Source: an optimization exercise on an open RTL-to-GDS flow (aim: small area and a short achievable clock period). Production flows keep margins and buffers that such runs may drop.
Only simulation tests tie the RTL to the original design; equivalence was not proved.

`flow/config.mk`:
```
export PLATFORM = sky130hd
export DESIGN_NAME = divi
export DESIGN_NICKNAME = divi
export VERILOG_FILES = /design/flow/design.v
export SDC_FILE = /design/flow/constraint.sdc
export NUM_CORES = 4
export LEC_CHECK = 0
export CAP_MARGIN = 20
export CORE_MARGIN = 2
export CORE_UTILIZATION = 40
export SLEW_MARGIN = 20
export SYNTH_HIERARCHICAL = 1
export SYNTH_MINIMUM_KEEP_SIZE = 0
```
`flow/constraint.sdc`:
```
create_clock -name core_clock -period 460.0 [get_ports {clock}]
set_input_delay 92.0000 -clock core_clock [delete_from_list [all_inputs] [get_ports {clock}]]
set_output_delay 92.0000 -clock core_clock [all_outputs]
set_load 0.01 [all_outputs]
```
`flow/design.v`:
```
module divi (input logic clock,
             input logic [31:0]  denom,
             input logic [62:0]  numer,
             output logic [62:0]  quotient);
logic [62:0] s1_n;
always_ff @(posedge clock) s1_n <= numer;
logic [31:0] s1_dn;
always_ff @(posedge clock) s1_dn <= ~denom;
logic [32:1] hz1;
assign hz1[32] = 1'b1;
for (genvar j = 1; j < 32; j++) assign hz1[j] = hz1[j+1] & s1_dn[j];
logic q0;
logic [0:0] rp0;
assign rp0 = s1_n[62];
logic [0:0] dl0;
assign dl0 = s1_dn[0:0];
logic [1:0] c0;
assign c0[0] = 1'b1;
logic [0:0] sm0;
assign sm0[0] = ~(rp0[0] ^ dl0[0]);
assign c0[1] = rp0[0] | dl0[0];
assign q0 = c0[1] & hz1[1];
logic [0:0] r0;
assign r0 = q0 ? sm0 : rp0;
logic q1;
logic [1:0] rp1;
assign rp1 = {r0[0:0], s1_n[61]};
logic [1:0] dl1;
assign dl1 = s1_dn[1:0];
logic [2:0] c1;
assign c1[0] = 1'b1;
logic [1:0] sm1;
assign sm1[0] = ~(rp1[0] ^ dl1[0]);
assign c1[1] = rp1[0] | dl1[0];
for (genvar j = 1; j < 2; j++) divi_fa fa1 (.a(rp1[j]), .b(dl1[j]), .ci(c1[j]), .s(sm1[j]), .co(c1[j+1]));
assign q1 = c1[2] & hz1[2];
logic [1:0] r1;
assign r1 = q1 ? sm1 : rp1;
logic q2;
logic [2:0] rp2;
assign rp2 = {r1[1:0], s1_n[60]};
logic [2:0] dl2;
assign dl2 = s1_dn[2:0];
logic [3:0] c2;
assign c2[0] = 1'b1;
logic [2:0] sm2;
assign sm2[0] = ~(rp2[0] ^ dl2[0]);
assign c2[1] = rp2[0] | dl2[0];
for (genvar j = 1; j < 3; j++) divi_fa fa2 (.a(rp2[j]), .b(dl2[j]), .ci(c2[j]), .s(sm2[j]), .co(c2[j+1]));
assign q2 = c2[3] & hz1[3];
logic [2:0] r2;
assign r2 = q2 ? sm2 : rp2;
logic q3;
logic [3:0] rp3;
assign rp3 = {r2[2:0], s1_n[59]};
logic [3:0] dl3;
assign dl3 = s1_dn[3:0];
logic [4:0] c3;
assign c3[0] = 1'b1;
logic [3:0] sm3;
assign sm3[0] = ~(rp3[0] ^ dl3[0]);
assign c3[1] = rp3[0] | dl3[0];
for (genvar j = 1; j < 4; j++) divi_fa fa3 (.a(rp3[j]), .b(dl3[j]), .ci(c3[j]), .s(sm3[j]), .co(c3[j+1]));
assign q3 = c3[4] & hz1[4];
logic [3:0] r3;
assign r3 = q3 ? sm3 : rp3;
logic q4;
logic [4:0] rp4;
assign rp4 = {r3[3:0], s1_n[58]};
logic [4:0] dl4;
assign dl4 = s1_dn[4:0];
logic [5:0] c4;
assign c4[0] = 1'b1;
logic [4:0] sm4;
assign sm4[0] = ~(rp4[0] ^ dl4[0]);
assign c4[1] = rp4[0] | dl4[0];
for (genvar j = 1; j < 5; j++) divi_fa fa4 (.a(rp4[j]), .b(dl4[j]), .ci(c4[j]), .s(sm4[j]), .co(c4[j+1]));
assign q4 = c4[5] & hz1[5];
logic [4:0] r4;
assign r4 = q4 ? sm4 : rp4;
logic q5;
logic [5:0] rp5;
assign rp5 = {r4[4:0], s1_n[57]};
logic [5:0] dl5;
assign dl5 = s1_dn[5:0];
logic [6:0] c5;
assign c5[0] = 1'b1;
logic [5:0] sm5;
assign sm5[0] = ~(rp5[0] ^ dl5[0]);
assign c5[1] = rp5[0] | dl5[0];
for (genvar j = 1; j < 6; j++) divi_fa fa5 (.a(rp5[j]), .b(dl5[j]), .ci(c5[j]), .s(sm5[j]), .co(c5[j+1]));
assign q5 = c5[6] & hz1[6];
logic [5:0] r5;
assign r5 = q5 ? sm5 : rp5;
logic q6;
logic [6:0] rp6;
assign rp6 = {r5[5:0], s1_n[56]};
logic [6:0] dl6;
assign dl6 = s1_dn[6:0];
logic [7:0] c6;
assign c6[0] = 1'b1;
logic [6:0] sm6;
assign sm6[0] = ~(rp6[0] ^ dl6[0]);
assign c6[1] = rp6[0] | dl6[0];
for (genvar j = 1; j < 7; j++) divi_fa fa6 (.a(rp6[j]), .b(dl6[j]), .ci(c6[j]), .s(sm6[j]), .co(c6[j+1]));
assign q6 = c6[7] & hz1[7];
logic [6:0] r6;
assign r6 = q6 ? sm6 : rp6;
logic q7;
logic [7:0] rp7;
assign rp7 = {r6[6:0], s1_n[55]};
logic [7:0] dl7;
assign dl7 = s1_dn[7:0];
logic [8:0] c7;
assign c7[0] = 1'b1;
logic [7:0] sm7;
assign sm7[0] = ~(rp7[0] ^ dl7[0]);
assign c7[1] = rp7[0] | dl7[0];
for (genvar j = 1; j < 8; j++) divi_fa fa7 (.a(rp7[j]), .b(dl7[j]), .ci(c7[j]), .s(sm7[j]), .co(c7[j+1]));
assign q7 = c7[8] & hz1[8];
logic [7:0] r7;
assign r7 = q7 ? sm7 : rp7;
logic q8;
logic [8:0] rp8;
assign rp8 = {r7[7:0], s1_n[54]};
logic [8:0] dl8;
assign dl8 = s1_dn[8:0];
logic [9:0] c8;
assign c8[0] = 1'b1;
logic [8:0] sm8;
assign sm8[0] = ~(rp8[0] ^ dl8[0]);
assign c8[1] = rp8[0] | dl8[0];
for (genvar j = 1; j < 9; j++) divi_fa fa8 (.a(rp8[j]), .b(dl8[j]), .ci(c8[j]), .s(sm8[j]), .co(c8[j+1]));
assign q8 = c8[9] & hz1[9];
logic [8:0] r8;
assign r8 = q8 ? sm8 : rp8;
logic q9;
logic [9:0] rp9;
assign rp9 = {r8[8:0], s1_n[53]};
logic [9:0] dl9;
assign dl9 = s1_dn[9:0];
logic [10:0] c9;
assign c9[0] = 1'b1;
logic [9:0] sm9;
assign sm9[0] = ~(rp9[0] ^ dl9[0]);
assign c9[1] = rp9[0] | dl9[0];
for (genvar j = 1; j < 10; j++) divi_fa fa9 (.a(rp9[j]), .b(dl9[j]), .ci(c9[j]), .s(sm9[j]), .co(c9[j+1]));
assign q9 = c9[10] & hz1[10];
logic [9:0] r9;
assign r9 = q9 ? sm9 : rp9;
logic q10;
logic [10:0] rp10;
assign rp10 = {r9[9:0], s1_n[52]};
logic [10:0] dl10;
assign dl10 = s1_dn[10:0];
logic [11:0] c10;
assign c10[0] = 1'b1;
logic [10:0] sm10;
assign sm10[0] = ~(rp10[0] ^ dl10[0]);
assign c10[1] = rp10[0] | dl10[0];
for (genvar j = 1; j < 11; j++) divi_fa fa10 (.a(rp10[j]), .b(dl10[j]), .ci(c10[j]), .s(sm10[j]), .co(c10[j+1]));
assign q10 = c10[11] & hz1[11];
logic [10:0] r10;
assign r10 = q10 ? sm10 : rp10;
logic q11;
logic [11:0] rp11;
assign rp11 = {r10[10:0], s1_n[51]};
logic [11:0] dl11;
assign dl11 = s1_dn[11:0];
logic [12:0] c11;
assign c11[0] = 1'b1;
logic [11:0] sm11;
assign sm11[0] = ~(rp11[0] ^ dl11[0]);
assign c11[1] = rp11[0] | dl11[0];
for (genvar j = 1; j < 12; j++) divi_fa fa11 (.a(rp11[j]), .b(dl11[j]), .ci(c11[j]), .s(sm11[j]), .co(c11[j+1]));
assign q11 = c11[12] & hz1[12];
logic [11:0] r11;
assign r11 = q11 ? sm11 : rp11;
logic q12;
logic [12:0] rp12;
assign rp12 = {r11[11:0], s1_n[50]};
logic [12:0] dl12;
assign dl12 = s1_dn[12:0];
logic [13:0] c12;
assign c12[0] = 1'b1;
logic [12:0] sm12;
assign sm12[0] = ~(rp12[0] ^ dl12[0]);
assign c12[1] = rp12[0] | dl12[0];
for (genvar j = 1; j < 13; j++) divi_fa fa12 (.a(rp12[j]), .b(dl12[j]), .ci(c12[j]), .s(sm12[j]), .co(c12[j+1]));
assign q12 = c12[13] & hz1[13];
logic [12:0] r12;
assign r12 = q12 ? sm12 : rp12;
logic q13;
logic [13:0] rp13;
assign rp13 = {r12[12:0], s1_n[49]};
logic [13:0] dl13;
assign dl13 = s1_dn[13:0];
logic [14:0] c13;
assign c13[0] = 1'b1;
logic [13:0] sm13;
assign sm13[0] = ~(rp13[0] ^ dl13[0]);
assign c13[1] = rp13[0] | dl13[0];
for (genvar j = 1; j < 14; j++) divi_fa fa13 (.a(rp13[j]), .b(dl13[j]), .ci(c13[j]), .s(sm13[j]), .co(c13[j+1]));
assign q13 = c13[14] & hz1[14];
logic [13:0] r13;
assign r13 = q13 ? sm13 : rp13;
logic q14;
logic [14:0] rp14;
assign rp14 = {r13[13:0], s1_n[48]};
logic [14:0] dl14;
assign dl14 = s1_dn[14:0];
logic [15:0] c14;
assign c14[0] = 1'b1;
logic [14:0] sm14;
assign sm14[0] = ~(rp14[0] ^ dl14[0]);
assign c14[1] = rp14[0] | dl14[0];
for (genvar j = 1; j < 15; j++) divi_fa fa14 (.a(rp14[j]), .b(dl14[j]), .ci(c14[j]), .s(sm14[j]), .co(c14[j+1]));
assign q14 = c14[15] & hz1[15];
logic [14:0] r14;
assign r14 = q14 ? sm14 : rp14;
logic q15;
logic [15:0] rp15;
assign rp15 = {r14[14:0], s1_n[47]};
logic [15:0] dl15;
assign dl15 = s1_dn[15:0];
logic [16:0] c15;
assign c15[0] = 1'b1;
logic [15:0] sm15;
assign sm15[0] = ~(rp15[0] ^ dl15[0]);
assign c15[1] = rp15[0] | dl15[0];
for (genvar j = 1; j < 16; j++) divi_fa fa15 (.a(rp15[j]), .b(dl15[j]), .ci(c15[j]), .s(sm15[j]), .co(c15[j+1]));
assign q15 = c15[16] & hz1[16];
logic [15:0] r15;
assign r15 = q15 ? sm15 : rp15;
logic q16;
logic [16:0] rp16;
assign rp16 = {r15[15:0], s1_n[46]};
logic [16:0] dl16;
assign dl16 = s1_dn[16:0];
logic [17:0] c16;
assign c16[0] = 1'b1;
logic [16:0] sm16;
assign sm16[0] = ~(rp16[0] ^ dl16[0]);
assign c16[1] = rp16[0] | dl16[0];
for (genvar j = 1; j < 17; j++) divi_fa fa16 (.a(rp16[j]), .b(dl16[j]), .ci(c16[j]), .s(sm16[j]), .co(c16[j+1]));
assign q16 = c16[17] & hz1[17];
logic [16:0] r16;
assign r16 = q16 ? sm16 : rp16;
logic q17;
logic [17:0] rp17;
assign rp17 = {r16[16:0], s1_n[45]};
logic [17:0] dl17;
assign dl17 = s1_dn[17:0];
logic [18:0] c17;
assign c17[0] = 1'b1;
logic [17:0] sm17;
assign sm17[0] = ~(rp17[0] ^ dl17[0]);
assign c17[1] = rp17[0] | dl17[0];
for (genvar j = 1; j < 18; j++) divi_fa fa17 (.a(rp17[j]), .b(dl17[j]), .ci(c17[j]), .s(sm17[j]), .co(c17[j+1]));
assign q17 = c17[18] & hz1[18];
logic [17:0] r17;
assign r17 = q17 ? sm17 : rp17;
logic q18;
logic [18:0] rp18;
assign rp18 = {r17[17:0], s1_n[44]};
logic [18:0] dl18;
assign dl18 = s1_dn[18:0];
logic [19:0] c18;
assign c18[0] = 1'b1;
logic [18:0] sm18;
assign sm18[0] = ~(rp18[0] ^ dl18[0]);
assign c18[1] = rp18[0] | dl18[0];
for (genvar j = 1; j < 19; j++) divi_fa fa18 (.a(rp18[j]), .b(dl18[j]), .ci(c18[j]), .s(sm18[j]), .co(c18[j+1]));
assign q18 = c18[19] & hz1[19];
logic [18:0] r18;
assign r18 = q18 ? sm18 : rp18;
logic [18:0] s2_q;
always_ff @(posedge clock) s2_q <= {q0, q1, q2, q3, q4, q5, q6, q7, q8, q9, q10, q11, q12, q13, q14, q15, q16, q17, q18};
logic [43:0] s2_n;
always_ff @(posedge clock) s2_n <= s1_n[43:0];
logic [31:0] s2_dn;
always_ff @(posedge clock) s2_dn <= s1_dn;
logic [18:0] s2_r;
always_ff @(posedge clock) s2_r <= r18;
logic [32:1] hz2;
assign hz2[32] = 1'b1;
for (genvar j = 1; j < 32; j++) assign hz2[j] = hz2[j+1] & s2_dn[j];
logic q19;
logic [19:0] rp19;
assign rp19 = {s2_r[18:0], s2_n[43]};
logic [19:0] dl19;
assign dl19 = s2_dn[19:0];
logic [20:0] c19;
assign c19[0] = 1'b1;
logic [19:0] sm19;
assign sm19[0] = ~(rp19[0] ^ dl19[0]);
assign c19[1] = rp19[0] | dl19[0];
for (genvar j = 1; j < 20; j++) divi_fa fa19 (.a(rp19[j]), .b(dl19[j]), .ci(c19[j]), .s(sm19[j]), .co(c19[j+1]));
assign q19 = c19[20] & hz2[20];
logic [19:0] r19;
assign r19 = q19 ? sm19 : rp19;
logic q20;
logic [20:0] rp20;
assign rp20 = {r19[19:0], s2_n[42]};
logic [20:0] dl20;
assign dl20 = s2_dn[20:0];
logic [21:0] c20;
assign c20[0] = 1'b1;
logic [20:0] sm20;
assign sm20[0] = ~(rp20[0] ^ dl20[0]);
assign c20[1] = rp20[0] | dl20[0];
for (genvar j = 1; j < 21; j++) divi_fa fa20 (.a(rp20[j]), .b(dl20[j]), .ci(c20[j]), .s(sm20[j]), .co(c20[j+1]));
assign q20 = c20[21] & hz2[21];
logic [20:0] r20;
assign r20 = q20 ? sm20 : rp20;
logic q21;
logic [21:0] rp21;
assign rp21 = {r20[20:0], s2_n[41]};
logic [21:0] dl21;
assign dl21 = s2_dn[21:0];
logic [22:0] c21;
assign c21[0] = 1'b1;
logic [21:0] sm21;
assign sm21[0] = ~(rp21[0] ^ dl21[0]);
assign c21[1] = rp21[0] | dl21[0];
for (genvar j = 1; j < 22; j++) divi_fa fa21 (.a(rp21[j]), .b(dl21[j]), .ci(c21[j]), .s(sm21[j]), .co(c21[j+1]));
assign q21 = c21[22] & hz2[22];
logic [21:0] r21;
assign r21 = q21 ? sm21 : rp21;
logic q22;
logic [22:0] rp22;
assign rp22 = {r21[21:0], s2_n[40]};
logic [22:0] dl22;
assign dl22 = s2_dn[22:0];
logic [23:0] c22;
assign c22[0] = 1'b1;
logic [22:0] sm22;
assign sm22[0] = ~(rp22[0] ^ dl22[0]);
assign c22[1] = rp22[0] | dl22[0];
for (genvar j = 1; j < 23; j++) divi_fa fa22 (.a(rp22[j]), .b(dl22[j]), .ci(c22[j]), .s(sm22[j]), .co(c22[j+1]));
assign q22 = c22[23] & hz2[23];
logic [22:0] r22;
assign r22 = q22 ? sm22 : rp22;
logic q23;
logic [23:0] rp23;
assign rp23 = {r22[22:0], s2_n[39]};
logic [23:0] dl23;
assign dl23 = s2_dn[23:0];
logic [24:0] c23;
assign c23[0] = 1'b1;
logic [23:0] sm23;
assign sm23[0] = ~(rp23[0] ^ dl23[0]);
assign c23[1] = rp23[0] | dl23[0];
for (genvar j = 1; j < 24; j++) divi_fa fa23 (.a(rp23[j]), .b(dl23[j]), .ci(c23[j]), .s(sm23[j]), .co(c23[j+1]));
assign q23 = c23[24] & hz2[24];
logic [23:0] r23;
assign r23 = q23 ? sm23 : rp23;
logic q24;
logic [24:0] rp24;
assign rp24 = {r23[23:0], s2_n[38]};
logic [24:0] dl24;
assign dl24 = s2_dn[24:0];
logic [25:0] c24;
assign c24[0] = 1'b1;
logic [24:0] sm24;
assign sm24[0] = ~(rp24[0] ^ dl24[0]);
assign c24[1] = rp24[0] | dl24[0];
for (genvar j = 1; j < 25; j++) divi_fa fa24 (.a(rp24[j]), .b(dl24[j]), .ci(c24[j]), .s(sm24[j]), .co(c24[j+1]));
assign q24 = c24[25] & hz2[25];
logic [24:0] r24;
assign r24 = q24 ? sm24 : rp24;
logic q25;
logic [25:0] rp25;
assign rp25 = {r24[24:0], s2_n[37]};
logic [25:0] dl25;
assign dl25 = s2_dn[25:0];
logic [26:0] c25;
assign c25[0] = 1'b1;
logic [25:0] sm25;
assign sm25[0] = ~(rp25[0] ^ dl25[0]);
assign c25[1] = rp25[0] | dl25[0];
for (genvar j = 1; j < 26; j++) divi_fa fa25 (.a(rp25[j]), .b(dl25[j]), .ci(c25[j]), .s(sm25[j]), .co(c25[j+1]));
assign q25 = c25[26] & hz2[26];
logic [25:0] r25;
assign r25 = q25 ? sm25 : rp25;
logic q26;
logic [26:0] rp26;
assign rp26 = {r25[25:0], s2_n[36]};
logic [26:0] dl26;
assign dl26 = s2_dn[26:0];
logic [27:0] c26;
assign c26[0] = 1'b1;
logic [26:0] sm26;
assign sm26[0] = ~(rp26[0] ^ dl26[0]);
assign c26[1] = rp26[0] | dl26[0];
for (genvar j = 1; j < 27; j++) divi_fa fa26 (.a(rp26[j]), .b(dl26[j]), .ci(c26[j]), .s(sm26[j]), .co(c26[j+1]));
assign q26 = c26[27] & hz2[27];
logic [26:0] r26;
assign r26 = q26 ? sm26 : rp26;
logic [26:0] s3_q;
always_ff @(posedge clock) s3_q <= {s2_q, q19, q20, q21, q22, q23, q24, q25, q26};
logic [35:0] s3_n;
always_ff @(posedge clock) s3_n <= s2_n[35:0];
logic [31:0] s3_dn;
always_ff @(posedge clock) s3_dn <= s2_dn;
logic [26:0] s3_r;
always_ff @(posedge clock) s3_r <= r26;
logic [32:1] hz3;
assign hz3[32] = 1'b1;
for (genvar j = 1; j < 32; j++) assign hz3[j] = hz3[j+1] & s3_dn[j];
logic q27;
logic [27:0] rp27;
assign rp27 = {s3_r[26:0], s3_n[35]};
logic [27:0] dl27;
assign dl27 = s3_dn[27:0];
logic [28:0] c27;
assign c27[0] = 1'b1;
logic [27:0] sm27;
assign sm27[0] = ~(rp27[0] ^ dl27[0]);
assign c27[1] = rp27[0] | dl27[0];
for (genvar j = 1; j < 28; j++) divi_fa fa27 (.a(rp27[j]), .b(dl27[j]), .ci(c27[j]), .s(sm27[j]), .co(c27[j+1]));
assign q27 = c27[28] & hz3[28];
logic [27:0] r27;
assign r27 = q27 ? sm27 : rp27;
logic q28;
logic [28:0] rp28;
assign rp28 = {r27[27:0], s3_n[34]};
logic [28:0] dl28;
assign dl28 = s3_dn[28:0];
logic [29:0] c28;
assign c28[0] = 1'b1;
logic [28:0] sm28;
assign sm28[0] = ~(rp28[0] ^ dl28[0]);
assign c28[1] = rp28[0] | dl28[0];
for (genvar j = 1; j < 29; j++) divi_fa fa28 (.a(rp28[j]), .b(dl28[j]), .ci(c28[j]), .s(sm28[j]), .co(c28[j+1]));
assign q28 = c28[29] & hz3[29];
logic [28:0] r28;
assign r28 = q28 ? sm28 : rp28;
logic q29;
logic [29:0] rp29;
assign rp29 = {r28[28:0], s3_n[33]};
logic [29:0] dl29;
assign dl29 = s3_dn[29:0];
logic [30:0] c29;
assign c29[0] = 1'b1;
logic [29:0] sm29;
assign sm29[0] = ~(rp29[0] ^ dl29[0]);
assign c29[1] = rp29[0] | dl29[0];
for (genvar j = 1; j < 30; j++) divi_fa fa29 (.a(rp29[j]), .b(dl29[j]), .ci(c29[j]), .s(sm29[j]), .co(c29[j+1]));
assign q29 = c29[30] & hz3[30];
logic [29:0] r29;
assign r29 = q29 ? sm29 : rp29;
logic q30;
logic [30:0] rp30;
assign rp30 = {r29[29:0], s3_n[32]};
logic [30:0] dl30;
assign dl30 = s3_dn[30:0];
logic [31:0] c30;
assign c30[0] = 1'b1;
logic [30:0] sm30;
assign sm30[0] = ~(rp30[0] ^ dl30[0]);
assign c30[1] = rp30[0] | dl30[0];
for (genvar j = 1; j < 31; j++) divi_fa fa30 (.a(rp30[j]), .b(dl30[j]), .ci(c30[j]), .s(sm30[j]), .co(c30[j+1]));
assign q30 = c30[31] & hz3[31];
logic [30:0] r30;
assign r30 = q30 ? sm30 : rp30;
logic q31;
logic [31:0] rp31;
assign rp31 = {r30[30:0], s3_n[31]};
logic [32:0] c31;
assign c31[0] = 1'b1;
logic [31:0] sm31;
assign sm31[0] = ~(rp31[0] ^ s3_dn[31:0][0]);
assign c31[1] = rp31[0] | s3_dn[31:0][0];
for (genvar j = 1; j < 32; j++) divi_fa fa31 (.a(rp31[j]), .b(s3_dn[31:0][j]), .ci(c31[j]), .s(sm31[j]), .co(c31[j+1]));
assign q31 = c31[32];
logic [31:0] r31;
assign r31 = q31 ? sm31 : rp31;
logic q32;
logic [31:0] rp32;
assign rp32 = {r31[30:0], s3_n[30]};
logic [32:0] c32;
assign c32[0] = 1'b1;
logic [31:0] sm32;
assign sm32[0] = ~(rp32[0] ^ s3_dn[0]);
assign c32[1] = rp32[0] | s3_dn[0];
for (genvar j = 1; j < 32; j++) divi_fa fa32 (.a(rp32[j]), .b(s3_dn[j]), .ci(c32[j]), .s(sm32[j]), .co(c32[j+1]));
logic [32:0] r32;
assign r32 = {~(r31[31] ^ c32[32]), sm32};
assign q32 = ~r32[32];
logic [32:0] s4_q;
always_ff @(posedge clock) s4_q <= {s3_q, q27, q28, q29, q30, q31, q32};
logic [29:0] s4_n;
always_ff @(posedge clock) s4_n <= s3_n[29:0];
logic [31:0] s4_dn;
always_ff @(posedge clock) s4_dn <= s3_dn;
logic [32:0] s4_r;
always_ff @(posedge clock) s4_r <= r32;
logic q33;
logic [31:0] rp33;
assign rp33 = {s4_r[30:0], s4_n[29]};
logic [31:0] op33;
assign op33 = s4_dn ^ {32{s4_r[32]}};
logic [32:0] c33;
assign c33[0] = ~s4_r[32];
logic [31:0] sm33;
for (genvar j = 0; j < 32; j++) divi_fa fa33 (.a(rp33[j]), .b(op33[j]), .ci(c33[j]), .s(sm33[j]), .co(c33[j+1]));
logic [32:0] r33;
assign r33 = {s4_r[31] ^ ~s4_r[32] ^ c33[32], sm33};
assign q33 = ~r33[32];
logic q34;
logic [31:0] rp34;
assign rp34 = {r33[30:0], s4_n[28]};
logic [31:0] op34;
assign op34 = s4_dn ^ {32{r33[32]}};
logic [32:0] c34;
assign c34[0] = ~r33[32];
logic [31:0] sm34;
for (genvar j = 0; j < 32; j++) divi_fa fa34 (.a(rp34[j]), .b(op34[j]), .ci(c34[j]), .s(sm34[j]), .co(c34[j+1]));
logic [32:0] r34;
assign r34 = {r33[31] ^ ~r33[32] ^ c34[32], sm34};
assign q34 = ~r34[32];
logic q35;
logic [31:0] rp35;
assign rp35 = {r34[30:0], s4_n[27]};
logic [31:0] op35;
assign op35 = s4_dn ^ {32{r34[32]}};
logic [32:0] c35;
assign c35[0] = ~r34[32];
logic [31:0] sm35;
for (genvar j = 0; j < 32; j++) divi_fa fa35 (.a(rp35[j]), .b(op35[j]), .ci(c35[j]), .s(sm35[j]), .co(c35[j+1]));
logic [32:0] r35;
assign r35 = {r34[31] ^ ~r34[32] ^ c35[32], sm35};
assign q35 = ~r35[32];
logic q36;
logic [31:0] rp36;
assign rp36 = {r35[30:0], s4_n[26]};
logic [31:0] op36;
assign op36 = s4_dn ^ {32{r35[32]}};
logic [32:0] c36;
assign c36[0] = ~r35[32];
logic [31:0] sm36;
for (genvar j = 0; j < 32; j++) divi_fa fa36 (.a(rp36[j]), .b(op36[j]), .ci(c36[j]), .s(sm36[j]), .co(c36[j+1]));
logic [32:0] r36;
assign r36 = {r35[31] ^ ~r35[32] ^ c36[32], sm36};
assign q36 = ~r36[32];
logic q37;
logic [31:0] rp37;
assign rp37 = {r36[30:0], s4_n[25]};
logic [31:0] op37;
assign op37 = s4_dn ^ {32{r36[32]}};
logic [32:0] c37;
assign c37[0] = ~r36[32];
logic [31:0] sm37;
for (genvar j = 0; j < 32; j++) divi_fa fa37 (.a(rp37[j]), .b(op37[j]), .ci(c37[j]), .s(sm37[j]), .co(c37[j+1]));
logic [32:0] r37;
assign r37 = {r36[31] ^ ~r36[32] ^ c37[32], sm37};
assign q37 = ~r37[32];
logic q38;
logic [31:0] rp38;
assign rp38 = {r37[30:0], s4_n[24]};
logic [31:0] op38;
assign op38 = s4_dn ^ {32{r37[32]}};
logic [32:0] c38;
assign c38[0] = ~r37[32];
logic [31:0] sm38;
for (genvar j = 0; j < 32; j++) divi_fa fa38 (.a(rp38[j]), .b(op38[j]), .ci(c38[j]), .s(sm38[j]), .co(c38[j+1]));
logic [32:0] r38;
assign r38 = {r37[31] ^ ~r37[32] ^ c38[32], sm38};
assign q38 = ~r38[32];
logic [38:0] s5_q;
always_ff @(posedge clock) s5_q <= {s4_q, q33, q34, q35, q36, q37, q38};
logic [23:0] s5_n;
always_ff @(posedge clock) s5_n <= s4_n[23:0];
logic [31:0] s5_dn;
always_ff @(posedge clock) s5_dn <= s4_dn;
logic [32:0] s5_r;
always_ff @(posedge clock) s5_r <= r38;
logic q39;
logic [31:0] rp39;
assign rp39 = {s5_r[30:0], s5_n[23]};
logic [31:0] op39;
assign op39 = s5_dn ^ {32{s5_r[32]}};
logic [32:0] c39;
assign c39[0] = ~s5_r[32];
logic [31:0] sm39;
for (genvar j = 0; j < 32; j++) divi_fa fa39 (.a(rp39[j]), .b(op39[j]), .ci(c39[j]), .s(sm39[j]), .co(c39[j+1]));
logic [32:0] r39;
assign r39 = {s5_r[31] ^ ~s5_r[32] ^ c39[32], sm39};
assign q39 = ~r39[32];
logic q40;
logic [31:0] rp40;
assign rp40 = {r39[30:0], s5_n[22]};
logic [31:0] op40;
assign op40 = s5_dn ^ {32{r39[32]}};
logic [32:0] c40;
assign c40[0] = ~r39[32];
logic [31:0] sm40;
for (genvar j = 0; j < 32; j++) divi_fa fa40 (.a(rp40[j]), .b(op40[j]), .ci(c40[j]), .s(sm40[j]), .co(c40[j+1]));
logic [32:0] r40;
assign r40 = {r39[31] ^ ~r39[32] ^ c40[32], sm40};
assign q40 = ~r40[32];
logic q41;
logic [31:0] rp41;
assign rp41 = {r40[30:0], s5_n[21]};
logic [31:0] op41;
assign op41 = s5_dn ^ {32{r40[32]}};
logic [32:0] c41;
assign c41[0] = ~r40[32];
logic [31:0] sm41;
for (genvar j = 0; j < 32; j++) divi_fa fa41 (.a(rp41[j]), .b(op41[j]), .ci(c41[j]), .s(sm41[j]), .co(c41[j+1]));
logic [32:0] r41;
assign r41 = {r40[31] ^ ~r40[32] ^ c41[32], sm41};
assign q41 = ~r41[32];
logic q42;
logic [31:0] rp42;
assign rp42 = {r41[30:0], s5_n[20]};
logic [31:0] op42;
assign op42 = s5_dn ^ {32{r41[32]}};
logic [32:0] c42;
assign c42[0] = ~r41[32];
logic [31:0] sm42;
for (genvar j = 0; j < 32; j++) divi_fa fa42 (.a(rp42[j]), .b(op42[j]), .ci(c42[j]), .s(sm42[j]), .co(c42[j+1]));
logic [32:0] r42;
assign r42 = {r41[31] ^ ~r41[32] ^ c42[32], sm42};
assign q42 = ~r42[32];
logic q43;
logic [31:0] rp43;
assign rp43 = {r42[30:0], s5_n[19]};
logic [31:0] op43;
assign op43 = s5_dn ^ {32{r42[32]}};
logic [32:0] c43;
assign c43[0] = ~r42[32];
logic [31:0] sm43;
for (genvar j = 0; j < 32; j++) divi_fa fa43 (.a(rp43[j]), .b(op43[j]), .ci(c43[j]), .s(sm43[j]), .co(c43[j+1]));
logic [32:0] r43;
assign r43 = {r42[31] ^ ~r42[32] ^ c43[32], sm43};
assign q43 = ~r43[32];
logic q44;
logic [31:0] rp44;
assign rp44 = {r43[30:0], s5_n[18]};
logic [31:0] op44;
assign op44 = s5_dn ^ {32{r43[32]}};
logic [32:0] c44;
assign c44[0] = ~r43[32];
logic [31:0] sm44;
for (genvar j = 0; j < 32; j++) divi_fa fa44 (.a(rp44[j]), .b(op44[j]), .ci(c44[j]), .s(sm44[j]), .co(c44[j+1]));
logic [32:0] r44;
assign r44 = {r43[31] ^ ~r43[32] ^ c44[32], sm44};
assign q44 = ~r44[32];
logic [44:0] s6_q;
always_ff @(posedge clock) s6_q <= {s5_q, q39, q40, q41, q42, q43, q44};
logic [17:0] s6_n;
always_ff @(posedge clock) s6_n <= s5_n[17:0];
logic [31:0] s6_dn;
always_ff @(posedge clock) s6_dn <= s5_dn;
logic [32:0] s6_r;
always_ff @(posedge clock) s6_r <= r44;
logic q45;
logic [31:0] rp45;
assign rp45 = {s6_r[30:0], s6_n[17]};
logic [31:0] op45;
assign op45 = s6_dn ^ {32{s6_r[32]}};
logic [32:0] c45;
assign c45[0] = ~s6_r[32];
logic [31:0] sm45;
for (genvar j = 0; j < 32; j++) divi_fa fa45 (.a(rp45[j]), .b(op45[j]), .ci(c45[j]), .s(sm45[j]), .co(c45[j+1]));
logic [32:0] r45;
assign r45 = {s6_r[31] ^ ~s6_r[32] ^ c45[32], sm45};
assign q45 = ~r45[32];
logic q46;
logic [31:0] rp46;
assign rp46 = {r45[30:0], s6_n[16]};
logic [31:0] op46;
assign op46 = s6_dn ^ {32{r45[32]}};
logic [32:0] c46;
assign c46[0] = ~r45[32];
logic [31:0] sm46;
for (genvar j = 0; j < 32; j++) divi_fa fa46 (.a(rp46[j]), .b(op46[j]), .ci(c46[j]), .s(sm46[j]), .co(c46[j+1]));
logic [32:0] r46;
assign r46 = {r45[31] ^ ~r45[32] ^ c46[32], sm46};
assign q46 = ~r46[32];
logic q47;
logic [31:0] rp47;
assign rp47 = {r46[30:0], s6_n[15]};
logic [31:0] op47;
assign op47 = s6_dn ^ {32{r46[32]}};
logic [32:0] c47;
assign c47[0] = ~r46[32];
logic [31:0] sm47;
for (genvar j = 0; j < 32; j++) divi_fa fa47 (.a(rp47[j]), .b(op47[j]), .ci(c47[j]), .s(sm47[j]), .co(c47[j+1]));
logic [32:0] r47;
assign r47 = {r46[31] ^ ~r46[32] ^ c47[32], sm47};
assign q47 = ~r47[32];
logic q48;
logic [31:0] rp48;
assign rp48 = {r47[30:0], s6_n[14]};
logic [31:0] op48;
assign op48 = s6_dn ^ {32{r47[32]}};
logic [32:0] c48;
assign c48[0] = ~r47[32];
logic [31:0] sm48;
for (genvar j = 0; j < 32; j++) divi_fa fa48 (.a(rp48[j]), .b(op48[j]), .ci(c48[j]), .s(sm48[j]), .co(c48[j+1]));
logic [32:0] r48;
assign r48 = {r47[31] ^ ~r47[32] ^ c48[32], sm48};
assign q48 = ~r48[32];
logic q49;
logic [31:0] rp49;
assign rp49 = {r48[30:0], s6_n[13]};
logic [31:0] op49;
assign op49 = s6_dn ^ {32{r48[32]}};
logic [32:0] c49;
assign c49[0] = ~r48[32];
logic [31:0] sm49;
for (genvar j = 0; j < 32; j++) divi_fa fa49 (.a(rp49[j]), .b(op49[j]), .ci(c49[j]), .s(sm49[j]), .co(c49[j+1]));
logic [32:0] r49;
assign r49 = {r48[31] ^ ~r48[32] ^ c49[32], sm49};
assign q49 = ~r49[32];
logic q50;
logic [31:0] rp50;
assign rp50 = {r49[30:0], s6_n[12]};
logic [31:0] op50;
assign op50 = s6_dn ^ {32{r49[32]}};
logic [32:0] c50;
assign c50[0] = ~r49[32];
logic [31:0] sm50;
for (genvar j = 0; j < 32; j++) divi_fa fa50 (.a(rp50[j]), .b(op50[j]), .ci(c50[j]), .s(sm50[j]), .co(c50[j+1]));
logic [32:0] r50;
assign r50 = {r49[31] ^ ~r49[32] ^ c50[32], sm50};
assign q50 = ~r50[32];
logic [50:0] s7_q;
always_ff @(posedge clock) s7_q <= {s6_q, q45, q46, q47, q48, q49, q50};
logic [11:0] s7_n;
always_ff @(posedge clock) s7_n <= s6_n[11:0];
logic [31:0] s7_dn;
always_ff @(posedge clock) s7_dn <= s6_dn;
logic [32:0] s7_r;
always_ff @(posedge clock) s7_r <= r50;
logic q51;
logic [31:0] rp51;
assign rp51 = {s7_r[30:0], s7_n[11]};
logic [31:0] op51;
assign op51 = s7_dn ^ {32{s7_r[32]}};
logic [32:0] c51;
assign c51[0] = ~s7_r[32];
logic [31:0] sm51;
for (genvar j = 0; j < 32; j++) divi_fa fa51 (.a(rp51[j]), .b(op51[j]), .ci(c51[j]), .s(sm51[j]), .co(c51[j+1]));
logic [32:0] r51;
assign r51 = {s7_r[31] ^ ~s7_r[32] ^ c51[32], sm51};
assign q51 = ~r51[32];
logic q52;
logic [31:0] rp52;
assign rp52 = {r51[30:0], s7_n[10]};
logic [31:0] op52;
assign op52 = s7_dn ^ {32{r51[32]}};
logic [32:0] c52;
assign c52[0] = ~r51[32];
logic [31:0] sm52;
for (genvar j = 0; j < 32; j++) divi_fa fa52 (.a(rp52[j]), .b(op52[j]), .ci(c52[j]), .s(sm52[j]), .co(c52[j+1]));
logic [32:0] r52;
assign r52 = {r51[31] ^ ~r51[32] ^ c52[32], sm52};
assign q52 = ~r52[32];
logic q53;
logic [31:0] rp53;
assign rp53 = {r52[30:0], s7_n[9]};
logic [31:0] op53;
assign op53 = s7_dn ^ {32{r52[32]}};
logic [32:0] c53;
assign c53[0] = ~r52[32];
logic [31:0] sm53;
for (genvar j = 0; j < 32; j++) divi_fa fa53 (.a(rp53[j]), .b(op53[j]), .ci(c53[j]), .s(sm53[j]), .co(c53[j+1]));
logic [32:0] r53;
assign r53 = {r52[31] ^ ~r52[32] ^ c53[32], sm53};
assign q53 = ~r53[32];
logic q54;
logic [31:0] rp54;
assign rp54 = {r53[30:0], s7_n[8]};
logic [31:0] op54;
assign op54 = s7_dn ^ {32{r53[32]}};
logic [32:0] c54;
assign c54[0] = ~r53[32];
logic [31:0] sm54;
for (genvar j = 0; j < 32; j++) divi_fa fa54 (.a(rp54[j]), .b(op54[j]), .ci(c54[j]), .s(sm54[j]), .co(c54[j+1]));
logic [32:0] r54;
assign r54 = {r53[31] ^ ~r53[32] ^ c54[32], sm54};
assign q54 = ~r54[32];
logic q55;
logic [31:0] rp55;
assign rp55 = {r54[30:0], s7_n[7]};
logic [31:0] op55;
assign op55 = s7_dn ^ {32{r54[32]}};
logic [32:0] c55;
assign c55[0] = ~r54[32];
logic [31:0] sm55;
for (genvar j = 0; j < 32; j++) divi_fa fa55 (.a(rp55[j]), .b(op55[j]), .ci(c55[j]), .s(sm55[j]), .co(c55[j+1]));
logic [32:0] r55;
assign r55 = {r54[31] ^ ~r54[32] ^ c55[32], sm55};
assign q55 = ~r55[32];
logic q56;
logic [31:0] rp56;
assign rp56 = {r55[30:0], s7_n[6]};
logic [31:0] op56;
assign op56 = s7_dn ^ {32{r55[32]}};
logic [32:0] c56;
assign c56[0] = ~r55[32];
logic [31:0] sm56;
for (genvar j = 0; j < 32; j++) divi_fa fa56 (.a(rp56[j]), .b(op56[j]), .ci(c56[j]), .s(sm56[j]), .co(c56[j+1]));
logic [32:0] r56;
assign r56 = {r55[31] ^ ~r55[32] ^ c56[32], sm56};
assign q56 = ~r56[32];
logic [56:0] s8_q;
always_ff @(posedge clock) s8_q <= {s7_q, q51, q52, q53, q54, q55, q56};
logic [5:0] s8_n;
always_ff @(posedge clock) s8_n <= s7_n[5:0];
logic [31:0] s8_dn;
always_ff @(posedge clock) s8_dn <= s7_dn;
logic [32:0] s8_r;
always_ff @(posedge clock) s8_r <= r56;
logic q57;
logic [31:0] rp57;
assign rp57 = {s8_r[30:0], s8_n[5]};
logic [31:0] op57;
assign op57 = s8_dn ^ {32{s8_r[32]}};
logic [32:0] c57;
assign c57[0] = ~s8_r[32];
logic [31:0] sm57;
for (genvar j = 0; j < 32; j++) divi_fa fa57 (.a(rp57[j]), .b(op57[j]), .ci(c57[j]), .s(sm57[j]), .co(c57[j+1]));
logic [32:0] r57;
assign r57 = {s8_r[31] ^ ~s8_r[32] ^ c57[32], sm57};
assign q57 = ~r57[32];
logic q58;
logic [31:0] rp58;
assign rp58 = {r57[30:0], s8_n[4]};
logic [31:0] op58;
assign op58 = s8_dn ^ {32{r57[32]}};
logic [32:0] c58;
assign c58[0] = ~r57[32];
logic [31:0] sm58;
for (genvar j = 0; j < 32; j++) divi_fa fa58 (.a(rp58[j]), .b(op58[j]), .ci(c58[j]), .s(sm58[j]), .co(c58[j+1]));
logic [32:0] r58;
assign r58 = {r57[31] ^ ~r57[32] ^ c58[32], sm58};
assign q58 = ~r58[32];
logic q59;
logic [31:0] rp59;
assign rp59 = {r58[30:0], s8_n[3]};
logic [31:0] op59;
assign op59 = s8_dn ^ {32{r58[32]}};
logic [32:0] c59;
assign c59[0] = ~r58[32];
logic [31:0] sm59;
for (genvar j = 0; j < 32; j++) divi_fa fa59 (.a(rp59[j]), .b(op59[j]), .ci(c59[j]), .s(sm59[j]), .co(c59[j+1]));
logic [32:0] r59;
assign r59 = {r58[31] ^ ~r58[32] ^ c59[32], sm59};
assign q59 = ~r59[32];
logic q60;
logic [31:0] rp60;
assign rp60 = {r59[30:0], s8_n[2]};
logic [31:0] op60;
assign op60 = s8_dn ^ {32{r59[32]}};
logic [32:0] c60;
assign c60[0] = ~r59[32];
logic [31:0] sm60;
for (genvar j = 0; j < 32; j++) divi_fa fa60 (.a(rp60[j]), .b(op60[j]), .ci(c60[j]), .s(sm60[j]), .co(c60[j+1]));
logic [32:0] r60;
assign r60 = {r59[31] ^ ~r59[32] ^ c60[32], sm60};
assign q60 = ~r60[32];
logic q61;
logic [31:0] rp61;
assign rp61 = {r60[30:0], s8_n[1]};
logic [31:0] op61;
assign op61 = s8_dn ^ {32{r60[32]}};
logic [32:0] c61;
assign c61[0] = ~r60[32];
logic [31:0] sm61;
for (genvar j = 0; j < 32; j++) divi_fa fa61 (.a(rp61[j]), .b(op61[j]), .ci(c61[j]), .s(sm61[j]), .co(c61[j+1]));
logic [32:0] r61;
assign r61 = {r60[31] ^ ~r60[32] ^ c61[32], sm61};
assign q61 = ~r61[32];
logic q62;
logic [31:0] rp62;
assign rp62 = {r61[30:0], s8_n[0]};
logic [31:0] op62;
assign op62 = s8_dn ^ {32{r61[32]}};
logic [32:0] c62;
assign c62[0] = ~r61[32];
assign c62[32:1] = (rp62 & op62) | (rp62 & c62[31:0]) | (op62 & c62[31:0]);
assign q62 = ~(r61[31] ^ ~r61[32] ^ c62[32]);
logic [62:0] s9_q;
always_ff @(posedge clock) s9_q <= {s8_q, q57, q58, q59, q60, q61, q62};
logic [62:0] qd[1:7];
always_ff @(posedge clock) begin
   qd[1] <= s9_q;
   for (int j = 1; j < 7; j++) qd[j+1] <= qd[j];
end
assign quotient = qd[7];
endmodule
module divi_fa (input logic a, input logic b, input logic ci,
                output logic s, output logic co);
assign s = a ^ b ^ ci;
assign co = (a & b) | (a & ci) | (b & ci);
endmodule
```
`flow/run.sh`:
```
#!/bin/bash
# synth_recipe.tcl (not shown) runs the flow's synth.tcl, then flattens the netlist and writes it again
# the make line also repeats each setting of config.mk as NAME=value (left out here)
make -C /OpenROAD-flow-scripts/flow DESIGN_CONFIG=/design/flow/config.mk WORK_HOME=/design/flow/orfs CLKGATE_MAP_FILE= SYNTH_SCRIPT=/design/flow/synth_recipe.tcl finish
```
==> results of run 1 <==
## worst paths after layout
check / start / to / slack (ns) / depth (start not counted)
worst min register to register: s7_q[26] / s8_q[32] / 0.29 / 0
worst min-delay path: s7_q[26] / s8_q[32] / 0.29 / 0
worst max-delay path: qd[7][51] / quotient[51] / 366.36 / 1
worst max register to register: s6_r[32] / s7_q[0] / 376.60 / 217
## cells by family (layout without fill, tap and decap cells)
kind of cell | Yosys count | in the layout | share of synthesized area, %
adder cells (fa/ha/maj) | 1491 | 1491 | 38.0
flip-flops | 1475 | 1475 | 37.9
XOR/XNOR | 1018 | 1018 | 11.6
AND/OR/NAND/NOR | 626 | 626 | 3.51
buffers and inverters | 569 | 753 | 2.77
AO/OA/AOI/OAI | 288 | 288 | 2.24
multiplexers | 285 | 285 | 3.99
## Yosys stat by module, one instance, submodules excluded
| module | cells inside | cell area (um^2) | copies in the design |
|---|---|---|---|
| divi | 4297 | 48800 | 1 |
| divi_fa | 1 | 20.0 | 1455 |
## through the flow
step                cell area [um^2]  hold WS [ns]
finish                         87600         0.290
global route                   87600         0.299
CTS                            87600         0.292
detailed placement             82100         0.312
global placement               82100         0.310
floorplan                      77900         0.310
## flip-flops by register name, indices dropped and copies added (netlist names), 36 cells and up
name	cells
qd	441
s8_q	57
s6_q	45
s1_n	63
s5_q	39
s2_n	44
s3_n	36
s7_q	51
s9_q	63
## per-layer routing
metal	vias up	routed length (um)
li1	17900	-
met1	20400	49400
met2	435	70400
met3	219	4030
met4	0	3420
met5	-	0
## cell type report
| type | count | share of cell area [%] |
|---|---|---|
| Inverter | 235 | 1.01 |
| Tap cell | 2526 | 3.61 |
| Sequential cell | 1475 | 33.7 |
| Clock inverter | 71 | 1.22 |
| Timing Repair Buffer | 232 | 2.44 |
| Multi-Input combinational cell | 3708 | 52.9 |
| Clock buffer | 215 | 5.09 |
## worst register-to-register path: cells and delay by family (launching register included)
family     cells  cell delay, ns
xor+xnor      18            3.97
fa+ha+maj    192           76.21
buf+inv        7            2.64
flops          1            0.41
## synthesized netlist by cell type, types with 5 or more instances
library cell / count
dfxtp_1: 1475
fa_1: 1455
xnor2_1: 698
xor2_1: 310
nor2_1: 278
inv_1: 229
mux2_2: 203
nand2_1: 183
clkbuf_1: 165
buf_1: 158
a21oi_1: 102
mux2i_1: 82
o21ai_0: 66
nand3_1: 34
ha_1: 33
a31oi_1: 27
nor3_1: 23
and3_1: 22
o211ai_1: 19
nand4_1: 17
and2_1: 16
and4_1: 11
o31ai_1: 11
buf_2: 10
o21a_1: 9
nor4_1: 8
o22ai_1: 8
or3_1: 7
xnor3_1: 7
nand2b_1: 6
nor2b_1: 6
a211oi_1: 5
a21boi_0: 5
or4_1: 5
==> summary.txt, run 1 <==
Clock network
  • Hold buffers post-CTS: 0
  • CTS Sinks: roughly 1500
  • Post-CTS sizing: 0
  • CTS Root Cell: clkbuf_16
  • Clock transition at path regs: ~0.06 ns
  • CTS max path bufs: 3
  • TritonCTS Buffers: 157
  • CTS tree: built
  • # H-tree levels: 4
  • Post-CTS Setup Inserts: 0
  • Worst-Skew Late Latency: roughly 0.80 ns

Floorplan
  • Total core area: just under 200000 um^2
  • Die Area: ~200000 um^2
  • Std cell rows: around 160
  • Die W: 445 um
  • Starting density of the core: slightly above 40%
  • Die Y: around 450 um
  • Ports: around 160

STA
  • Relative slew slack: between 30% and 40%
  • Max-slew violation count: 0
  • Endpoints failing setup: 0
  • Fin. Hold Viols: 0
  • Sum Neg Setup Slack: 0 ns
  • Tmin final: between 90 and 100 ns
  • Final period util: between 20% and 30%
  • Clock Skew: around 0.045 ns
  • Setup ws final: 366.36 ns
  • Worst-Margin Slew: about 0.96 ns
  • RSZ-0062 raised after global routing: no
  • Peak Freq: 10.7 MHz

Final layout
  • Layout Nets: roughly 7400
  • P&R area growth vs syn: 12.5%
  • FF+latch area: about 30000 um^2
  • Final core occ: a little under half
  • N_diodes: 0
  • Fillers: roughly 17000
  • Final cell count without fillers: 8462
  • Multi-input gate area: 46400 um^2
  • Most frequent cells in the layout: 1470 x dfxtp_1, 1455 x fa_1, 676 x xnor2_1, 310 x xor2_1, 278 x nor2_1
  • Layout cells sized above 1: around a tenth
  • Most common library cell in the layout ignoring fill and taps: dfxtp_1

Global route
  • Global-route wire length before repair: around 220000 um
  • Total gr overflow: 0
  • Via count of the first global-routing pass: ~44000
  • Met1 GRT Util: 15.4%
  • GR peak layer: met2
  • Met3 Use GR: about 2.5%
  • Largest net degree at the start of global routing: 44
  • Initial antenna violation count: 1
  • Total GRT Usage: around 14%
  • Met2 Resource Use GR: 26.5%

Logic synthesis
  • Seq/Total Area, Yosys: ~38%
  • Synthesized area: roughly 80000 um^2
  • Synth warnings: 8
  • Synth Area per Inst: around 14 um^2
  • Post-synth net total: 7336
  • Area fraction of the dominant cell type after synthesis: approximately 38%
  • EDFF count, synth: 0
  • Synth Instances: between 5000 and 6000
  • Synth cell types: 67
  • Yosys reg bits: 1475
  • Ranking of synthesized cells by area: dfxtp_1 38%, fa_1 37%, xnor2_1 7.8%, xor2_1 3.5%, mux2_2 2.9%
  • Yosys top cell by area: dfxtp_1
  • FFs w/ async S/R, synth: 0%
  • Prevailing post-synth register cell: dfxtp_1

Drt
  • Via count: 39000
  • DR DRC count: 0
  • Vias/cell: 4.61
  • Wire per inst: around 15 um
  • Routed wire length: around 130000 um
  • First-pass DRT Iterations: 5
  • Drt initial violations: around 1300
  • Antenna viol nets, final: 0

Place
  • Post-DP HPWL: about 110000 um
  • Place WS: roughly 370 ns
  • Placed Instances: 8176
  • PortBufs: approximately 160
  • GP Congestion: between 0.8 and 0.9

Hold path
  • Hold Path Class: reg2reg

Setup path
  • Crit. End Element: output port
  • CP Buf/Inv Count: 1
  • Crit-path leading delay family: buffers and inverters
  • Critical path type: reg2out
  • CP max stage delay: about 0.54 ns
  • Crit path DAT: ~1.6 ns
  • CP cell instances: clkdlybuf4s50_1
  • CP Launch Type: flop
  • CP required: 368.00 ns
  • Worst-path maximum fanout: 1
  • Critical path's slowest cell: clkdlybuf4s50_1

Status
  • Status: complete, no violations

Job
  • Max-cap violations: 0
==> inputs of run 2 (changes only) <==
==> flow/flow/run.sh (new file) <==
#!/bin/bash
# Own layout flow: the standard flow (standard.sh, standard synthesis
# unchanged) with a smaller clock tree (no dummy loads, clkbuf_4 sink buffers
# in clusters of at most 10 sinks) and buf_1 port buffers.
set -euo pipefail
export BUFFER_PORTS_ARGS="-buffer_cell sky130_fd_sc_hd__buf_1"
export CTS_ARGS="-sink_clustering_enable -repair_clock_nets -dont_use_dummy_load -root_buf sky130_fd_sc_hd__clkbuf_16 -buf_list sky130_fd_sc_hd__clkbuf_4 -sink_clustering_size 10 -sink_clustering_max_diameter 60"
bash standard.sh > standard.log 2>&1
==> flow/standard.sh (new file) <==
#!/bin/bash
# synth_recipe.tcl (not shown) runs the flow's synth.tcl, then flattens the netlist and writes it again
# the make line also repeats each setting of config.mk as NAME=value (left out here)
make -C /OpenROAD-flow-scripts/flow DESIGN_CONFIG=/design/flow/config.mk WORK_HOME=/design/flow/orfs CLKGATE_MAP_FILE= SYNTH_SCRIPT=/design/flow/synth_recipe.tcl "${@:-finish}"
removed: flow/run.sh
==> run 2 against run 1 <==
Cell count is 1.0% lower; register-to-register slack improved by 0.41 ns; non-clock buffer count increased by 3; sequential share of layout area rose by 2.1 points; die area unchanged; via count shrank 0.24%; critical path type unchanged; highest routed layer is now met5; largest cell class unchanged; first-iteration DRC count fell by 2.3%; critical endpoint is now quotient[33]; critical path depth stayed put; count of clock-buffer cells in the layout decreased by 25; cell area down 5.7%.
==> summary.txt, run 2 <==
STA
  • RSZ-0062 raised after global routing: no
  • Max-slew violation count: 0 (unchanged)
  • Setup ws final: 366.66 ns (+0.303 ns)
  • Relative slew slack: 36.3% (+0.17 points)
  • Clock Skew: 0.188 ns (+0.143 ns)
  • Tmin final: 93.34 ns (-0.303 ns)
  • Worst-Margin Slew: 0.956 ns (-0.00259 ns)
  • Sum Neg Setup Slack: 0 ns (unchanged)
  • Peak Freq: 10.7 MHz (+0.32%)
  • Final period util: 20.3% (-0.066 points)
  • Endpoints failing setup: 0 (unchanged)
  • Fin. Hold Viols: 0 (unchanged)

Drt
  • Drt initial violations: 1250 (-2.3%)
  • Antenna viol nets, final: 0 (unchanged)
  • Wire per inst: 15.0 um (-0.50%)
  • Vias/cell: 4.65 (+0.77%)
  • First-pass DRT Iterations: 5 (unchanged)
  • DR DRC count: 0 (unchanged)
  • Via count: 38900 (-0.24%)
  • Routed wire length: 125000 um (-1.5%)

Final layout
  • Multi-input gate area: 46400 um^2 (unchanged)
  • Max reg flops: 441 (unchanged)
  • Most common library cell in the layout ignoring fill and taps: dfxtp_1
  • Final cell count without fillers: 8377 (-1.0%)
  • Layout cells sized above 1: 8.87% (-0.96 points)
  • P&R area growth vs syn: 6.05%
  • Reg with most FFs: qd
  • Largest registers: qd x441, s1_n x63, s9_q x63
  • Most frequent cells in the layout: 1470 x dfxtp_1, 1455 x fa_1, 676 x xnor2_1, 310 x xor2_1, 278 x nor2_1
  • FF+latch area: 29500 um^2 (unchanged)
  • Layout Nets: 7429 (+0.49%)
  • Fillers: 17900 (+2.8%)

Logic synthesis
  • Most common library cells after synthesis: 1475 x dfxtp_1, 1455 x fa_1, 698 x xnor2_1, 310 x xor2_1, 278 x nor2_1
  • Yosys reg bits: 1475 (unchanged)
  • Yosys top cell by area: dfxtp_1
  • Synthesized area: 77900 um^2 (unchanged)
  • Ranking of synthesized cells by area: dfxtp_1 38%, fa_1 37%, xnor2_1 7.8%, xor2_1 3.5%, mux2_2 2.9%
  • Synth warnings: 8 (unchanged)
  • Synth Area per Inst: 13.5 um^2 (unchanged)
  • Post-synth net total: 7336 (unchanged)
  • Prevailing post-synth register cell: dfxtp_1
  • Count leader, synth: dfxtp_1
  • Area fraction of the dominant cell type after synthesis: 37.9% (unchanged)
  • Seq/Total Area, Yosys: 37.9% (unchanged)
  • Synth cell types: 67 (unchanged)
  • EDFF count, synth: 0 (unchanged)
  • FFs w/ async S/R, synth: 0% (unchanged)
  • Synth Instances: 5752 (unchanged)

Floorplan
  • Std cell rows: 161 (unchanged)
  • Die Area: 198000 um^2 (unchanged)
  • Ports: 159 (unchanged)
  • Starting density of the core: 40.4% (unchanged)
  • Die W: 445 um (unchanged)
  • Total core area: 193000 um^2 (unchanged)
  • Die Y: 445 um (unchanged)

Clock network
  • Worst-Skew Late Latency: 0.87 ns (+0.07 ns)
  • CTS tree: built
  • Hold buffers post-CTS: 0 (unchanged)
  • # H-tree levels: 4 (unchanged)
  • CTS Sinks: 1475 (unchanged)
  • CTS max path bufs: 3 (unchanged)
  • TritonCTS Buffers: 190 (+21%)
  • Post-CTS Setup Inserts: 0 (unchanged)
  • CTS Root Cell: clkbuf_16
  • Clock transition at path regs: 0.10 ns (+0.04 ns)
  • Post-CTS sizing: 0 (unchanged)

Global route
  • Global-route wire length before repair: 221000 um (-0.65%)
  • Total GRT Usage: 13.7% (-0.12 points)
  • Via count of the first global-routing pass: 44200 (+0.20%)
  • Initial antenna violation count: 5 (+4)
  • Largest net degree at the start of global routing: 44 (unchanged)
  • Total gr overflow: 0 (unchanged)

Setup path
  • CP max stage delay: 0.34 ns (-0.20 ns)
  • CP cell instances: buf_1
  • Crit path DAT: 1.34 ns (-0.30 ns)
  • Critical path type: reg2out
  • Worst-path maximum fanout: 1 (unchanged)
  • CP required: 368.00 ns (about the same)
  • Crit. End Element: output port
  • CP Buf/Inv Count: 1 (unchanged)
  • CP Launch Type: flop
  • Critical path's slowest cell: dfxtp_1
  • Crit-path leading delay family: flip-flops

Job
  • Max-cap violations: 0 (unchanged)

Place
  • PortBufs: 158 (unchanged)
  • Placed Instances: 8179 (+0.037%)
  • GP Congestion: 0.824 (-0.82%)
  • Place WS: 367.54 ns (+0.385 ns)
  • Post-DP HPWL: 105000 um (+0.21%)

Hold path
  • Hold Path Class: reg2reg

Status
  • Status: complete, no violations
run 2: cell counts after synthesis:
No cell type changed its count.
run 2: logic make-up after synthesis:
kind of cell	count (synthesis)	synth area share, %
buffers and inverters	569	2.77
and+or+nand+nor	626	3.51
DFF	1475	37.9
adders and majority gates	1491	38.0
xor gates and xnor gates	1018	11.6
muxes	285	3.99
AOI/OAI and AO/OA	288	2.24
run 2: per-layer routing:
layer / part of all wire (%) / track usage (%)
met2: 55 / 26.2
met1: 38 / 15.2
met5: 0.022 / 0
met3: 3.7 / 2.58
met4: 2.9 / 4.41
run 2: final timing paths:
path / end / slack (ns) / from / cells after the start
max reg2reg: s7_q[0] / 377.01 / s6_dn[0] / 216
max: quotient[33] / 366.66 / qd[7][33] / 1
min: s8_q[56] / 0.22 / s7_q[50] / 0
min reg2reg: s8_q[56] / 0.22 / s7_q[50] / 0
run 2: layout make-up:
| class | instances | share of cell area (%) |
|---|---|---|
| multi-input cells | 3708 | 56.2 |
| flip-flops and latches | 1475 | 35.8 |
| inverters | 235 | 1.07 |
| diodes | 8 | 0.0242 |
| well taps | 2526 | 3.83 |
| clock buffers | 190 | 1.75 |
| repair buffers | 235 | 1.42 |
run 2: Yosys stat by module, one instance, submodules excluded:
| module | copies in the design | area [um^2] | flip-flops and latches | cells inside |
|---|---|---|---|---|
| divi | 1 | 48800 | 1475 | 4297 |
| divi_fa | 1455 | 20.0 | 0 | 1 |
run 2: stage by stage:
step	util [%]	hold slack [ns]	cell area (um^2)
5_1_grt	42.8	0.188	82600
3_3_place_gp	42.0	0.310	81100
6_report	42.8	0.222	82600
3_5_place_dp	42.0	0.312	81100
4_1_cts	42.8	0.212	82600
2_1_floorplan	-	0.310	77900
==> inputs of run 3 (changes only) <==
==> flow/flow/run.sh (replaced) <==
#!/bin/bash
# Own layout flow: the standard flow (standard.sh, standard synthesis
# unchanged) with a smaller clock tree (no dummy loads, clkbuf_4 sink buffers
# in clusters of at most 8 sinks) and buf_1 port buffers.
set -euo pipefail
export BUFFER_PORTS_ARGS="-buffer_cell sky130_fd_sc_hd__buf_1"
export CTS_ARGS="-sink_clustering_enable -repair_clock_nets -dont_use_dummy_load -root_buf sky130_fd_sc_hd__clkbuf_16 -buf_list sky130_fd_sc_hd__clkbuf_4 -sink_clustering_size 8 -sink_clustering_max_diameter 50"
bash standard.sh > standard.log 2>&1
--- a/flow/config.mk
+++ b/flow/config.mk
@@ -7,2 +7,3 @@
 export LEC_CHECK = 0
+export ABC_AREA = 1
 export CAP_MARGIN = 20
==> run 3 against run 2 <==
Synthesized area decreased by 1.0%; die area decreased by 1.0%; clock skew increased by 0.0033 ns; first-iteration DRC count increased by 20%; critical endpoint is now quotient[32].
==> summary.txt, run 3 <==
Status
  • Status: complete, no violations

Setup path
  • CP cell instances: buf_1
  • CP max stage delay: 0.33 ns (about the same)
  • Critical path type: reg2out
  • Worst-path maximum fanout: 1 (unchanged)
  • Crit path DAT: 1.37 ns (+0.03 ns)
  • Critical path's slowest cell: dfxtp_1
  • CP Launch Type: flop
  • Crit-path leading delay family: flip-flops
  • Register-to-Register Setup Slack: 375.51 ns (-1.50 ns)
  • CP required: 368.00 ns (about the same)
  • R2R cell count: 221 (+2.3%)
  • Crit. End Element: output port
  • Critical path origin: qd[7][32]
  • Critical path depth in cells: 1 (unchanged)
  • FF-to-FF Start: s5_r[32]
  • CP Buf/Inv Count: 1 (unchanged)

Hold path
  • Hold Path Depth: 0 (unchanged)
  • Hold Path Class: reg2reg
  • Hold_sp: s5_q[5]

STA
  • Peak Freq: 10.7 MHz (about the same)
  • Clock Skew: 0.191 ns (+0.00334 ns)
  • Tmin final: 93.37 ns (+0.0350 ns)
  • Final period util: 20.3% (about the same)
  • Sum Neg Setup Slack: 0 ns (unchanged)
  • RSZ-0062 raised after global routing: no
  • WHS: 0.177 ns (-0.0442 ns)
  • Worst-Margin Slew: 0.906 ns (-0.0503 ns)
  • Fin. Hold Viols: 0 (unchanged)
  • Relative slew slack: 39.4% (+3.1 points)
  • Endpoints failing setup: 0 (unchanged)
  • Max-slew violation count: 0 (unchanged)

Logic synthesis
  • Xor/xnor share of the synthesized area: 11.3% (-0.35 points)
  • Synth Area per Inst: 12.6 um^2 (-6.6%)
  • Prevailing post-synth register cell: dfxtp_1
  • Ranking of synthesized cells by area: dfxtp_1 38%, fa_1 38%, xor2_1 9.4%, nand2_1 4.7%, xnor2_1 1.9%
  • Post-synth net total: 7681 (+4.7%)
  • Synthesized area: 77100 um^2 (-1.0%)
  • Area fraction of the dominant cell type after synthesis: 38.3% (+0.39 points)
  • Mux contribution to synthesized area: 0.0276% (-4.0 points)
  • FFs w/ async S/R, synth: 0% (unchanged)
  • Yosys top cell by area: dfxtp_1
  • Seq/Total Area, Yosys: 38.3% (+0.39 points)
  • Yosys reg bits: 1475 (unchanged)
  • Adder-Cell Fraction of Synth Area: 38.3% (+0.35 points)
  • Synth warnings: 8 (unchanged)
  • Most common library cells after synthesis: 1475 x dfxtp_1, 1455 x fa_1, 975 x nand2_1, 828 x xor2_1, 264 x inv_1
  • EDFF count, synth: 0 (unchanged)
  • Largest family of logic cells by synthesized area: adder cells
  • Synth cell types: 45 (-33%)
  • Synth Instances: 6097 (+6.0%)
  • Post-synthesis compound-gate area fraction: 2.11% (-0.13 points)
  • Synth Area in Simple Gates: 7.56% (+4.1 points)
  • Count leader, synth: dfxtp_1

Global route
  • Met1 GRT Util: 16.5% (+1.3 points)
  • Total gr overflow: 0 (unchanged)
  • Global-route wire length before repair: 229000 um (+3.4%)
  • GR peak layer: met2
  • Largest net degree at the start of global routing: 52 (+18%)
  • Via count of the first global-routing pass: 45000 (+1.9%)
  • Total GRT Usage: 14.5% (+0.77 points)
  • Initial antenna violation count: 7 (+2)
  • Met3 Use GR: 2.40% (-0.18 points)
  • Met2 Resource Use GR: 27.0% (+0.76 points)

Drt
  • DR DRC count: 0 (unchanged)
  • Routed wire length: 135000 um (+7.4%)
  • Wire per inst: 15.2 um (+1.3%)
  • Drt initial violations: 1495 (+20%)
  • Antenna viol nets, final: 0 (unchanged)
  • Vias/cell: 4.55 (-2.0%)
  • First-pass DRT Iterations: 5 (unchanged)
  • Via count: 40400 (+3.8%)

Floorplan
  • Die W: 443 um (-0.50%)
  • Die Y: 443 um (-0.50%)
  • Std cell rows: 161 (unchanged)
  • Ports: 159 (unchanged)
  • Die Area: 196000 um^2 (-1.0%)
  • Starting density of the core: 40.2% (-0.20 points)
  • Total core area: 192000 um^2 (-0.52%)

Final layout
  • Most common library cell in the layout ignoring fill and taps: dfxtp_1
  • Layout Nets: 7927 (+6.7%)
  • P&R area growth vs syn: 6.80%
  • Most frequent cells in the layout: 1470 x dfxtp_1, 1455 x fa_1, 969 x nand2_1, 828 x xor2_1, 264 x inv_1
  • Max reg flops: 441 (unchanged)
  • Layout cells sized above 1: 6.72% (-2.1 points)
  • Largest registers: qd x441, s1_n x63, s9_q x63
  • Reg with most FFs: qd

Clock network
  • CTS Root Cell: clkbuf_16
  • Post-CTS Setup Inserts: 0 (unchanged)
  • CTS tree: built
  • Post-CTS sizing: 0 (unchanged)
  • Hold buffers post-CTS: 0 (unchanged)
  • CTS max path bufs: 3 (unchanged)
  • Worst-Skew Late Latency: 0.90 ns (+0.03 ns)
  • TritonCTS Buffers: 222 (+17%)
  • Clock transition at path regs: 0.09 ns (about the same)
  • # H-tree levels: 4 (unchanged)
  • CTS Sinks: 1475 (unchanged)

Place
  • Post-DP HPWL: 113000 um (+6.9%)
  • GP Congestion: 0.851 (+3.2%)
  • PortBufs: 158 (unchanged)

Job
  • Max-cap violations: 0 (unchanged)
## run 3: cell count changes in the layout (fill, tap and decap cells not counted), sizes merged, moves of 37 or more
cell   before   now
nand3      34    86
nand2     183  1010
mux2i      82     1
mux2      203     1
xnor2     699   164
a21oi     102     3
inv       232   269
a31oi      27   180
xor2      310   828
or2         4    42
nor2      278   234
## run 3: through the flow
step | std cells | cell area (um^2) | utilization (%) | setup WS, ns
detailed placement | 8645 | 80600 | 42.0 | 367.54
finish | 8878 | 82300 | 42.9 | 366.63
floorplan | 6097 | 77100 | - | 367.67
global placement | 8645 | 80600 | 42.0 | 367.56
CTS | 8867 | 82300 | 42.9 | 366.48
global route | 8876 | 82300 | 42.9 | 366.46
## run 3: path summary, 6_finish.rpt
kind / end
max: quotient[32]
min: s6_q[11]
max reg2reg: s6_q[0]
min reg2reg: s6_q[11]
## run 3: final cells by class
class	count	area [um^2]
multi-input combinational	4141	45800
sequential	1475	29500
fill	17900	110000
timing repair buffer	227	1110
tap	2526	3160
inverter	276	1040
antenna	11	27.5
clock buffer	222	1680
## run 3: metal layers
metal	share of wire, %	up-vias
met4	3.5	2
met2	54	510
met3	3.0	245
met1	39	20600
li1	-	19100
met5	0.0097	-
## run 3: cells by family (layout without fill, tap and decap cells)
group	count (synthesis)	after routing
multiplexers	2	2
flip-flops	1475	1475
other	0	11
buffers and inverters	481	725
XOR/XNOR	992	992
AO/OA/AOI/OAI	244	244
AND/OR/NAND/NOR	1415	1415
adder cells (fa/ha/maj)	1488	1488
## run 3: per-module statistics from Yosys (local to each module, per instance)
module | area, um^2 | times used
divi | 48000 | 1
divi_fa | 20.0 | 1455

-- static timing again, ports no longer ideal --
No port has a modelled driver above. Below, the same layouts with a new extraction and two added sets of constraints. Step 1, drivers: a clkbuf_16 drives clock and a buf_2 each remaining input, both assumed. Step 2 adds t to the input delays and takes it off the output delays; t is the mean of the earliest and latest rising clock arrival at the registers after step 1. Input paths then give back, and output paths get back, about the clock's delay inside the block. a / b / c = no drivers / after step 1 / after step 2; a / b = the first two.
run | t, ns | setup slack, ns | slew at the worst register clock pin (ns) | pins driven straight from the clock port
run 1 | 0.851 | 366.360 / 366.282 / 367.133 | 0.06 / 0.06 | 1
run 2 | 0.859 | 366.663 / 366.589 / 367.448 | 0.12 / 0.12 | 1
run 3 | 0.877 | 366.628 / 366.548 / 367.425 | 0.09 / 0.09 | 1
After both steps every run listed still meets setup and hold.
